From an optimization exercise on the open Yosys and OpenROAD flow, aimed at small area, a short achievable clock period and few clock cycles per item; shortcuts taken in it are not production practice. The RTL of this run was laid out without a check of its function.

**flow/design.v**
```verilog
module fft8 #(
    parameter integer WIDTH = 16,
    parameter bit R0 = 1'b1,    
    parameter bit R1 = 1'b1,    
    parameter bit R2 = 1'b1,    
    parameter bit R3 = 1'b1     
)(
    input  logic                   clk,
    input  logic                   rst,
    input  logic                   in_valid,
    output logic                   in_ready,
    input  logic [8*WIDTH-1:0]     in_re_flat,
    input  logic [8*WIDTH-1:0]     in_im_flat,
    output logic                   out_valid,
    output logic [8*WIDTH-1:0]     out_re_flat,
    output logic [8*WIDTH-1:0]     out_im_flat
);
    localparam integer NREG = R0 + R1 + R2 + R3;
    logic [NREG-1:0] vld;
    always_ff @(posedge clk or posedge rst) begin
        if (rst) begin
            vld      <= '0;
            in_ready <= 1'b0;
        end else begin
            vld      <= {vld, in_valid & in_ready};
            in_ready <= 1'b1;
        end
    end
    assign out_valid = vld[NREG-1];
    logic signed [WIDTH-1:0] x_re [0:7], x_im [0:7];
    logic signed [WIDTH-1:0] a_re [0:7], a_im [0:7];
    logic signed [WIDTH-1:0] b_re [0:7], b_im [0:7];
    logic signed [WIDTH-1:0] y_re [0:7], y_im [0:7];
    logic signed [WIDTH-1:0] s0_re [0:7], s0_im [0:7];
    logic signed [WIDTH-1:0] s1_re [0:7], s1_im [0:7];
    logic signed [WIDTH-1:0] s2_re [0:7], s2_im [0:7];
    logic signed [WIDTH-1:0] s3_re [0:7], s3_im [0:7];
    always_comb
        for (int i = 0; i < 8; i++) begin
            x_re[i] = in_re_flat[WIDTH*i +: WIDTH];
            x_im[i] = in_im_flat[WIDTH*i +: WIDTH];
        end
    generate
        if (R0) begin : g_r0
            always_ff @(posedge clk)
                for (int i = 0; i < 8; i++) begin
                    s0_re[i] <= x_re[i];
                    s0_im[i] <= x_im[i];
                end
        end else begin : g_n0
            always_comb
                for (int i = 0; i < 8; i++) begin
                    s0_re[i] = x_re[i];
                    s0_im[i] = x_im[i];
                end
        end
    endgenerate
    always_comb
        for (int k = 0; k < 4; k++) begin
            a_re[k]   = s0_re[k] + s0_re[k+4];
            a_im[k]   = s0_im[k] + s0_im[k+4];
            a_re[k+4] = s0_re[k] - s0_re[k+4];
            a_im[k+4] = s0_im[k] - s0_im[k+4];
        end
    generate
        if (R1) begin : g_r1
            always_ff @(posedge clk)
                for (int i = 0; i < 8; i++) begin
                    s1_re[i] <= a_re[i];
                    s1_im[i] <= a_im[i];
                end
        end else begin : g_n1
            always_comb
                for (int i = 0; i < 8; i++) begin
                    s1_re[i] = a_re[i];
                    s1_im[i] = a_im[i];
                end
        end
    endgenerate
    always_comb begin
        b_re[0] = s1_re[0] + s1_re[2];  b_im[0] = s1_im[0] + s1_im[2];
        b_re[2] = s1_re[0] - s1_re[2];  b_im[2] = s1_im[0] - s1_im[2];
        b_re[4] = s1_re[1] + s1_re[3];  b_im[4] = s1_im[1] + s1_im[3];
        b_re[6] = s1_re[1] - s1_re[3];  b_im[6] = s1_im[1] - s1_im[3];
        b_re[1] = s1_re[4] + s1_im[6];  b_im[1] = s1_im[4] - s1_re[6];
        b_re[3] = s1_re[4] - s1_im[6];  b_im[3] = s1_im[4] + s1_re[6];
        b_re[5] = s1_re[5] + s1_im[7];  b_im[5] = s1_im[5] - s1_re[7];
        b_re[7] = s1_re[5] - s1_im[7];  b_im[7] = s1_im[5] + s1_re[7];
    end
    generate
        if (R2) begin : g_r2
            always_ff @(posedge clk)
                for (int i = 0; i < 8; i++) begin
                    s2_re[i] <= b_re[i];
                    s2_im[i] <= b_im[i];
                end
        end else begin : g_n2
            always_comb
                for (int i = 0; i < 8; i++) begin
                    s2_re[i] = b_re[i];
                    s2_im[i] = b_im[i];
                end
        end
    endgenerate
    logic signed [16:0] p1s, p1d, p3s, p3d;
    logic signed [31:0] m1r, m1i, m3r, m3i;
    always_comb begin
        p1s = s2_re[5] + s2_im[5];           
        p1d = s2_im[5] - s2_re[5];           
        p3d = s2_im[7] - s2_re[7];           
        p3s = s2_re[7] + s2_im[7];           
        m1r = (32'sd23170 * p1s) >>> 15;
        m1i = (32'sd23170 * p1d) >>> 15;
        m3r = (32'sd23170 * p3d) >>> 15;
        m3i = (-32'sd23170 * p3s) >>> 15;
        y_re[0] = s2_re[0] + s2_re[4];  y_im[0] = s2_im[0] + s2_im[4];
        y_re[4] = s2_re[0] - s2_re[4];  y_im[4] = s2_im[0] - s2_im[4];
        y_re[2] = s2_re[2] + s2_im[6];  y_im[2] = s2_im[2] - s2_re[6];
        y_re[6] = s2_re[2] - s2_im[6];  y_im[6] = s2_im[2] + s2_re[6];
        y_re[1] = s2_re[1] + m1r[15:0]; y_im[1] = s2_im[1] + m1i[15:0];
        y_re[5] = s2_re[1] - m1r[15:0]; y_im[5] = s2_im[1] - m1i[15:0];
        y_re[3] = s2_re[3] + m3r[15:0]; y_im[3] = s2_im[3] + m3i[15:0];
        y_re[7] = s2_re[3] - m3r[15:0]; y_im[7] = s2_im[3] - m3i[15:0];
    end
    generate
        if (R3) begin : g_r3
            always_ff @(posedge clk)
                for (int i = 0; i < 8; i++) begin
                    s3_re[i] <= y_re[i];
                    s3_im[i] <= y_im[i];
                end
        end else begin : g_n3
            always_comb
                for (int i = 0; i < 8; i++) begin
                    s3_re[i] = y_re[i];
                    s3_im[i] = y_im[i];
                end
        end
    endgenerate
    always_comb
        for (int i = 0; i < 8; i++) begin
            out_re_flat[WIDTH*i +: WIDTH] = s3_re[i];
            out_im_flat[WIDTH*i +: WIDTH] = s3_im[i];
        end
endmodule
```
**flow/run.sh**
```bash
#!/bin/bash
# synth_recipe.tcl (not shown) runs the flow's synth.tcl, then flattens the netlist and writes it again
# the make line also repeats each setting of config.mk as NAME=value (left out here)
make -C /OpenROAD-flow-scripts/flow DESIGN_CONFIG=/design/flow/config.mk WORK_HOME=/design/flow/orfs CLKGATE_MAP_FILE= SYNTH_SCRIPT=/design/flow/synth_recipe.tcl finish
```
**flow/config.mk**
```make
export PLATFORM = sky130hd
export DESIGN_NAME = fft8
export DESIGN_NICKNAME = fft8
export VERILOG_FILES = /design/flow/design.v
export SDC_FILE = /design/flow/constraint.sdc
export NUM_CORES = 4
export LEC_CHECK = 0
export CAP_MARGIN = 20
export CORE_MARGIN = 2
export CORE_UTILIZATION = 40
export PLACE_DENSITY = 0.6
export SLEW_MARGIN = 20
```
**flow/constraint.sdc**
```tcl
create_clock -name core_clock -period 11.0 [get_ports {clk}]
set_input_delay 2.2000 -clock core_clock [delete_from_list [all_inputs] [get_ports {clk}]]
set_output_delay 2.2000 -clock core_clock [all_outputs]
set_load 0.01 [all_outputs]
```
==> out/summary.md <==
For the pin with the worst max-slew slack, the measured transition is 1160 ps. The later pin in the worst-skew pair is clocked with a latency of 770 ps. In this run the vertical extent of the chip is 423 um. The most common cell in the synthesized netlist is sky130_fd_sc_hd__inv_1. Dividing the detail-routed wire length by the instance count gives 18.8 um. The first global-routing pass estimated 301 mm of wire. Once detailed placement completed, the half-perimeter wirelength came to 169 mm. The tools report the combined global-route utilization of all metal layers as 0.219.

The post-synthesis share of cell area spent on xor and xnor gates works out to 0.0895. For the detailed-routing iteration count for the pre-antenna-repair pass, the log shows 6. The net count reported at finish was 9,944. The startpoint type of the worst setup path is a flip-flop. The async set-or-reset flop fraction in the synthesized netlist is 0.00498. For this run, the leading register cell type out of synthesis is sky130_fd_sc_hd__dfxtp_1.

The run gives 111 as the clock buffer count from CTS. The run gives 0 as the number of endpoints with negative hold slack in the final report. The count of final max-slew check failures is 0. The tools report the total die area as 0.179 mm^2.

After synthesis the cells add up to 0.0701 mm^2. The Yosys step of the flow raised 17 warnings. The logs give 0 for the total of max-cap violations and 9,394 for the number of nets in the synthesized netlist. For the final non-filler cell area, the log shows 0.0818 mm^2.

Once placement completed, the tool counted placed cells totaling 10,300. Clock-pin slew was measured on the worst setup and hold paths at 60 ps. After clock tree synthesis, the flow added hold-fix buffers numbering 0.

Sorting the synthesized cells by how often they occur yields 1,422 x sky130_fd_sc_hd__inv_1, 1,270 x sky130_fd_sc_hd__ha_1, 1,000 x sky130_fd_sc_hd__dfxtp_1. The fraction of the mapped netlist area in simple logic gates came out at 0.0975. The starting density of the core is 0.403. TritonCTS built the clock tree. The clock net in this run drives a total of 1,005 sinks. The highest net fanout along the worst path was 6; the number of H-tree branching levels was 3. For the number of antenna violations at the first check in global routing, the log shows 22. Part of the Yosys area used for sequential elements: 0.287. Entering global routing, the biggest net connects 29 pins.

In this run the mean area of a mapped cell was 9.30 um^2. The logs give 0.102 GHz for the maximum operating frequency and 0 for the number of cells upsized or downsized after cts. The tools report the final count of negative-setup-slack endpoints as 0. Ranked by total cell area, the synthesized netlist is headed by sky130_fd_sc_hd__dfxtp_1 29%, sky130_fd_sc_hd__ha_1 23%, sky130_fd_sc_hd__fa_1 9.4%, sky130_fd_sc_hd__inv_1 7.6%, sky130_fd_sc_hd__xnor2_1 7.4%. The final clock skew is 34.6 ps. The adder-cell share of the synthesized area is 0.320.

Root buffer cell: sky130_fd_sc_hd__clkbuf_16. Leaving out filler cells and counting taps, the final layout contains 10,500. Summed over all layers, the routed wires come to 198 mm. The cell count after synthesis came out at 7,537. Fill cells in the final layout number 16,400.

The layout overhead on the synthesized area came out at 16.7%. Among all stages on the critical path, the largest delay is contributed by sky130_fd_sc_hd__xnor2_1. The logs give 0.174 mm^2 for the placeable core region and 0 for the sum of overflow across all layers after global routing.

The post-synthesis mux area share was 0.00332; the highest cell delay on the worst timing path was 610 ps. The synthesized-area fraction occupied by ao, oa, aoi and oai cells works out to 0.120. The data arrival time at the worst-slack endpoint was 10,460 ps; the share of layout cells above drive strength 1 was 0.0319.

Post-CTS timing repair inserted 0 buffers for setup. The critical path in this run is classified as flip-flop to flip-flop. For the post-route DRC violation count, the log shows 0.

In this run the horizontal extent of the chip is 423 um. The tools report the number of global-route vias before repair as 52,600. The count of pins on the block boundary is 517.

The number of distinct library cells after synthesis is 89. The remaining number of nets flagged by the antenna check after routing is 0.

Synthesis inferred 1,005 register bits. Setup repair after global routing left no endpoint under its margin.

Once placement finished, the instance area stood at 0.0779 mm^2. The routed design could run at a clock period as short as 9840 ps. The maximum number of buffers from clock root to sink is 3.

The detailed router finished its first iteration with 2,444 violations. STA classifies the critical path endpoint as a flip-flop. The count of buffers added on input and output ports is 516. The accumulated negative setup slack is 0 ps. The largest family of logic cells by synthesized area is adder cells. The fraction of post-synthesis cell area in the top cell type by area was 0.286. In this run the worst hold path is classified as flip-flop to flip-flop. The worst max-slew margin expressed relative to the limit is 0.215. Summed over all instances, the cell type with the most area after synthesis is sky130_fd_sc_hd__dfxtp_1.

The run finished with no timing, DRC or antenna violations. For the final estimated routing congestion in global placement, the log shows 0.958. The run gives 51,300 as the total number of vias. After detailed routing, the number of vias per cell comes to 4.88. Required time at the endpoint of the critical path: 11,610 ps. Count of standard-cell rows: 153. The share of the clock period used by the worst path after layout is 0.895. Count of flip-flops with a built-in enable after synthesis: 0.
==> cell usage in the layout, fill, tap and decap left out, types with 18 or more instances in the layout <==
cell / instances
sky130_fd_sc_hd__a21o_1: 68
sky130_fd_sc_hd__ha_1: 1270
sky130_fd_sc_hd__dfxtp_1: 1000
sky130_fd_sc_hd__a21oi_1: 448
sky130_fd_sc_hd__a31oi_1: 49
sky130_fd_sc_hd__o22a_1: 18
sky130_fd_sc_hd__clkbuf_1: 19
sky130_fd_sc_hd__a21boi_0: 23
sky130_fd_sc_hd__or4_1: 19
sky130_fd_sc_hd__clkbuf_16: 112
sky130_fd_sc_hd__o41ai_1: 43
sky130_fd_sc_hd__nor3_1: 127
sky130_fd_sc_hd__and3_1: 119
sky130_fd_sc_hd__xor2_1: 120
sky130_fd_sc_hd__clkdlybuf4s50_1: 516
sky130_fd_sc_hd__o21a_1: 20
sky130_fd_sc_hd__o21ai_0: 333
sky130_fd_sc_hd__fa_1: 328
sky130_fd_sc_hd__xnor2_1: 590
sky130_fd_sc_hd__nand2b_1: 84
sky130_fd_sc_hd__nand2_1: 109
sky130_fd_sc_hd__a221oi_1: 23
sky130_fd_sc_hd__nand3_1: 80
sky130_fd_sc_hd__mux2i_1: 21
sky130_fd_sc_hd__nor2_1: 452
sky130_fd_sc_hd__nor4_1: 52
sky130_fd_sc_hd__inv_1: 1422
sky130_fd_sc_hd__clkbuf_8: 21
sky130_fd_sc_hd__or3_1: 44
sky130_fd_sc_hd__o21bai_1: 143
sky130_fd_sc_hd__a2111oi_0: 19
sky130_fd_sc_hd__o2111ai_1: 33
sky130_fd_sc_hd__nor2b_1: 138
sky130_fd_sc_hd__and2_1: 47
==> per-stage QoR <==
step                hold WS, ps  setup WS (ps)  utilization
CTS                         355           1220        0.470
finish                      349           1160        0.470
global placement            336           1430        0.448
floorplan                   331           2200            -
detailed placement          340           1210        0.448
global route                366            507        0.470
==> layer usage <==
metal  GRT usage  routed length (um)
met1       0.270               86700
met4      0.0904                8620
met5           0                   0
met3      0.0224                6520
met2       0.387               96100
==> worst max-delay path, delay by kind of cell, from the launching register on <==
kind	cells	cell delay, ps
buffers and inverters	2	200
XOR/XNOR	3	900
flip-flops	1	340
AO/OA/AOI/OAI	18	4010
AND/OR/NAND/NOR	4	610
adder cells (fa/ha/maj)	9	3630
==> area by class of cell <==
cell class                 count  area, um^2  area share
clock buffer                 152        3160      0.0387
multi-input combinational   5011       44200       0.540
timing repair buffer         533        5290      0.0647
inverter                    1425        5350      0.0654
antenna                       12        30.0    0.000367
tap                         2325        2910      0.0356
clock inverter                56         722     0.00882
sequential                  1005       20100       0.246
==> worst paths after layout <==
kind                       cells after the start                start  slack, ps                    to
max in group asynchronous                      2                  rst       9200    in_ready$_DFF_PP0_
max reg2reg                                   36  s2_re[7][1]$_DFF_P_       1160  s3_re[7][15]$_DFF_P_
min in group asynchronous                      2                  rst       1640      vld[2]$_DFF_PP0_
min reg2reg                                    0     vld[0]$_DFF_PP0_        350      vld[1]$_DFF_PP0_
min                                            0     vld[0]$_DFF_PP0_        350      vld[1]$_DFF_PP0_
max                                           36  s2_re[7][1]$_DFF_P_       1160  s3_re[7][15]$_DFF_P_
==> flip-flops by register name, indices dropped and copies added, names as in the netlist <==
signal and flops:
s0_im 128, s0_re 128, s1_im 124, s1_re 124, s2_im 124, s2_re 124
s3_im 124, s3_re 124, vld 4, in_ready 1
==> kinds of logic after synthesis <==
logic type	count (synthesis)
AOI/OAI and AO/OA	1336
xor gates and xnor gates	713
adders and majority gates	1598
buffers and inverters	1521
DFF	1005
muxes	23
other	2
and+or+nand+nor	1339

==> afterwards: timing with drivers on the ports <==
The results above use ideal ports. As a check the final layout listed here was re-extracted and re-timed, cells and wires unchanged. Step 1 assumes that a clkbuf_16 drives the clock port and a buf_2 every other input. Step 2 also shifts input and output timing later by t, the mid clock arrival at the registers, as if the neighbouring blocks saw the same clock. Slacks: ideal / step 1 / step 2; pairs: ideal / step 1.
t (ns): 0.825
setup slack, ns: 1.160 / 1.160 / 1.160
clock arrival spread, ns: 0.036 / 0.037
cell pins on the clock port's net: 1
After both steps this run still meets setup and hold. For this run, drivers alone change the setup slack by 0.000 ns; drivers and shift together by 0.000 ns.
